Source: an optimization exercise on an open RTL-to-GDS flow (aim: small area). Production flows keep margins and buffers that such runs may drop.
The RTL was checked by simulation tests, not by an equivalence proof against the original design.
Power and IR drop assume default switching activity.

Design flash_bus, start of the top module:
module flash_bus #(
	parameter NUM_OF_CHIPS 			= 4,
	parameter CMD_FIFO_DATA_WIDTH 	= 72,
	parameter WR_FIFO_DATA_WIDTH 	= 128,
	parameter RD_FIFO_DATA_WIDTH 	= 136,
	parameter RSLT_FIFO_DATA_WIDTH 	= 26,
	parameter PERIOD 				= 8,
	parameter PAGE_SIZE_WIDTH		= 15
 )
 (
	input 	i_clk,
	input 	i_rst,
        output o_top_bus_active,
        input i_recording_en,
        input i_disp_cmd_req,
        output o_disp_cmd_ack,
        input [CMD_FIFO_DATA_WIDTH-1:0] i_disp_cmd_data,
        output o_disp_rsp_req,
        input i_disp_rsp_ack,
        input i_disp_rsp_listening,
        output [RSLT_FIFO_DATA_WIDTH-1:0] o_disp_rsp_data,
        output [NUM_OF_CHIPS-1:0] o_disp_chip_active,
        output o_disp_wr_buffer_rsvd,
        output o_disp_rd_buffer_rsvd,
        input [15:0] i_adc_sample_fifo_data,
        input        i_adc_sample_fifo_almost_empty,
        input        i_adc_sample_fifo_empty,
        output       o_adc_sample_fifo_re,
        input        i_adc_sample_fifo_valid,
        output [12:0] o_wr_buffer_addr,
        input  [15:0] i_wr_buffer_data,
        output [12:0] o_rd_buffer_addr,
        output [15:0] o_rd_buffer_data,
        output        o_rd_buffer_we,
	output	[0:31]						o_cyclecount_sum,
	input								i_cyclecount_reset,
	input	[0:7]						i_cyclecount_start,
	input	[0:7]						i_cyclecount_end,
        output o_adc_master_record,
	input 	[7:0] 						i_bus_data,
	output 	[7:0]	 					o_bus_data,
	output		 						o_bus_data_tri_n,
	output 								o_bus_we_n,
	output 								o_bus_re_n,
	output [NUM_OF_CHIPS-1:0] 					o_bus_ces_n,
	output 								o_bus_cle,
	output 								o_bus_ale,
        output [NUM_OF_CHIPS-1:0] o_chip_exists
 );
==> flow/config.mk <==
export PLATFORM = sky130hd
export DESIGN_NAME = flash_bus
export DESIGN_NICKNAME = flash_bus
export VERILOG_FILES = /design/flow/design.v
export SDC_FILE = /design/flow/constraint.sdc
export NUM_CORES = 4
export LEC_CHECK = 0
export CAP_MARGIN = 20
export CORE_MARGIN = 2
export CORE_UTILIZATION = 40
export SLEW_MARGIN = 20
==> flow/constraint.sdc <==
create_clock -name core_clock -period 8.0 [get_ports {i_clk}]
set_input_delay 1.6000 -clock core_clock [delete_from_list [all_inputs] [get_ports {i_clk}]]
set_output_delay 1.6000 -clock core_clock [all_outputs]
set_load 0.01 [all_outputs]
standard.sh (not shown) runs the stock make flow with config.mk's settings and CLKGATE_MAP_FILE= SYNTH_SCRIPT=/design/flow/synth_recipe.tcl, a recipe that flattens the netlist after the stock synthesis.
==> flow/flow/run.sh <==
#!/bin/bash
# Layout flow: the standard flow (standard synthesis netlist structure and
# registers, floorplan, power grid, placement, CTS, routing) with changes that
# only affect how the combinational logic is mapped and buffered:
#  - ABC maps the combinational logic with an area-oriented script
#    (flow/abc_area.script) instead of ORFS's delay-oriented one; the
#    registers Yosys creates are the same;
#  - the input and output ports get sky130_fd_sc_hd__buf_1 port buffers
#    instead of the default clkdlybuf4s50_1;
#  - clock tree synthesis uses smaller clock buffers and no dummy loads.
# The full make output goes to flow_make.log in the work folder; each ORFS step
# also keeps its own log under orfs/logs/.
set -euo pipefail
WORK=$(pwd)
SCRIPTS="$WORK/orfs_scripts"
rm -rf "$SCRIPTS"
cp -r "$FLOW_HOME/scripts" "$SCRIPTS"
if [[ -f flow/abc_area.script ]]; then
  cp flow/abc_area.script "$SCRIPTS/abc_speed.script"
fi
bash standard.sh \
  "SCRIPTS_DIR=$SCRIPTS" \
  "BUFFER_PORTS_ARGS=-buffer_cell sky130_fd_sc_hd__buf_1" \
  "CTS_ARGS=-sink_clustering_enable -repair_clock_nets -dont_use_dummy_load -sink_clustering_size 14 -sink_clustering_max_diameter 60 -buf_list sky130_fd_sc_hd__clkbuf_8" \
  finish > flow_make.log 2>&1
==> flow/flow/abc_area.script <==
strash
dc2
dch -f
amap
strash
dc2
dch -f
amap
topo
dnsize -c
Then changed:
==> flow/flow/abc_area.script (replaced) <==
strash
&get -n
&deepsyn -J 30 -T 300
&put
dch -f
amap
--- a/flow/config.mk
+++ b/flow/config.mk
@@ -8,4 +8,6 @@
 export CAP_MARGIN = 20
 export CORE_MARGIN = 2
-export CORE_UTILIZATION = 40
+export CORE_UTILIZATION = 65
+export PLACE_DENSITY = 0.75
+export SETUP_SLACK_MARGIN = 0.4
 export SLEW_MARGIN = 20
After rerunning: First-iteration DRC count goes up by 15%; routed wire length goes down by 11%; total power goes up by 82%; non-clock buffer count goes down by 22; final area goes down by 3.4%; register-to-register slack gets worse by 110 ps.

-- port drivers added, routing unchanged --
Ports are ideal in the flow. The routed layouts listed here were re-timed in OpenROAD.
Step 1 (the two cells are an assumption about what drives the block):
set clk [get_ports {i_clk}]
set_driving_cell -lib_cell sky130_fd_sc_hd__clkbuf_16 $clk
set_driving_cell -lib_cell sky130_fd_sc_hd__buf_2 [delete_from_list [all_inputs] $clk]
Step 2 times the ports against the registers' clock, not the clock port: input delays grow and output delays shrink by t, the midpoint of the rising clock arrivals with the driver on.
a / b / c = ideal / step 1 / step 2; a / b = the first two.
| run | shift t [ns] | setup slack, ns | slew at the worst register clock pin (ns) | worst data-port slew with drivers (ns) |
|---|---|---|---|---|
| the first run | 0.712 | 0.313 / 0.313 / 0.313 | 0.10 / 0.10 | 0.08 |
| the second run | 0.703 | 0.202 / 0.202 / 0.202 | 0.09 / 0.09 | 0.06 |
After both steps setup and hold are still met in every run listed.
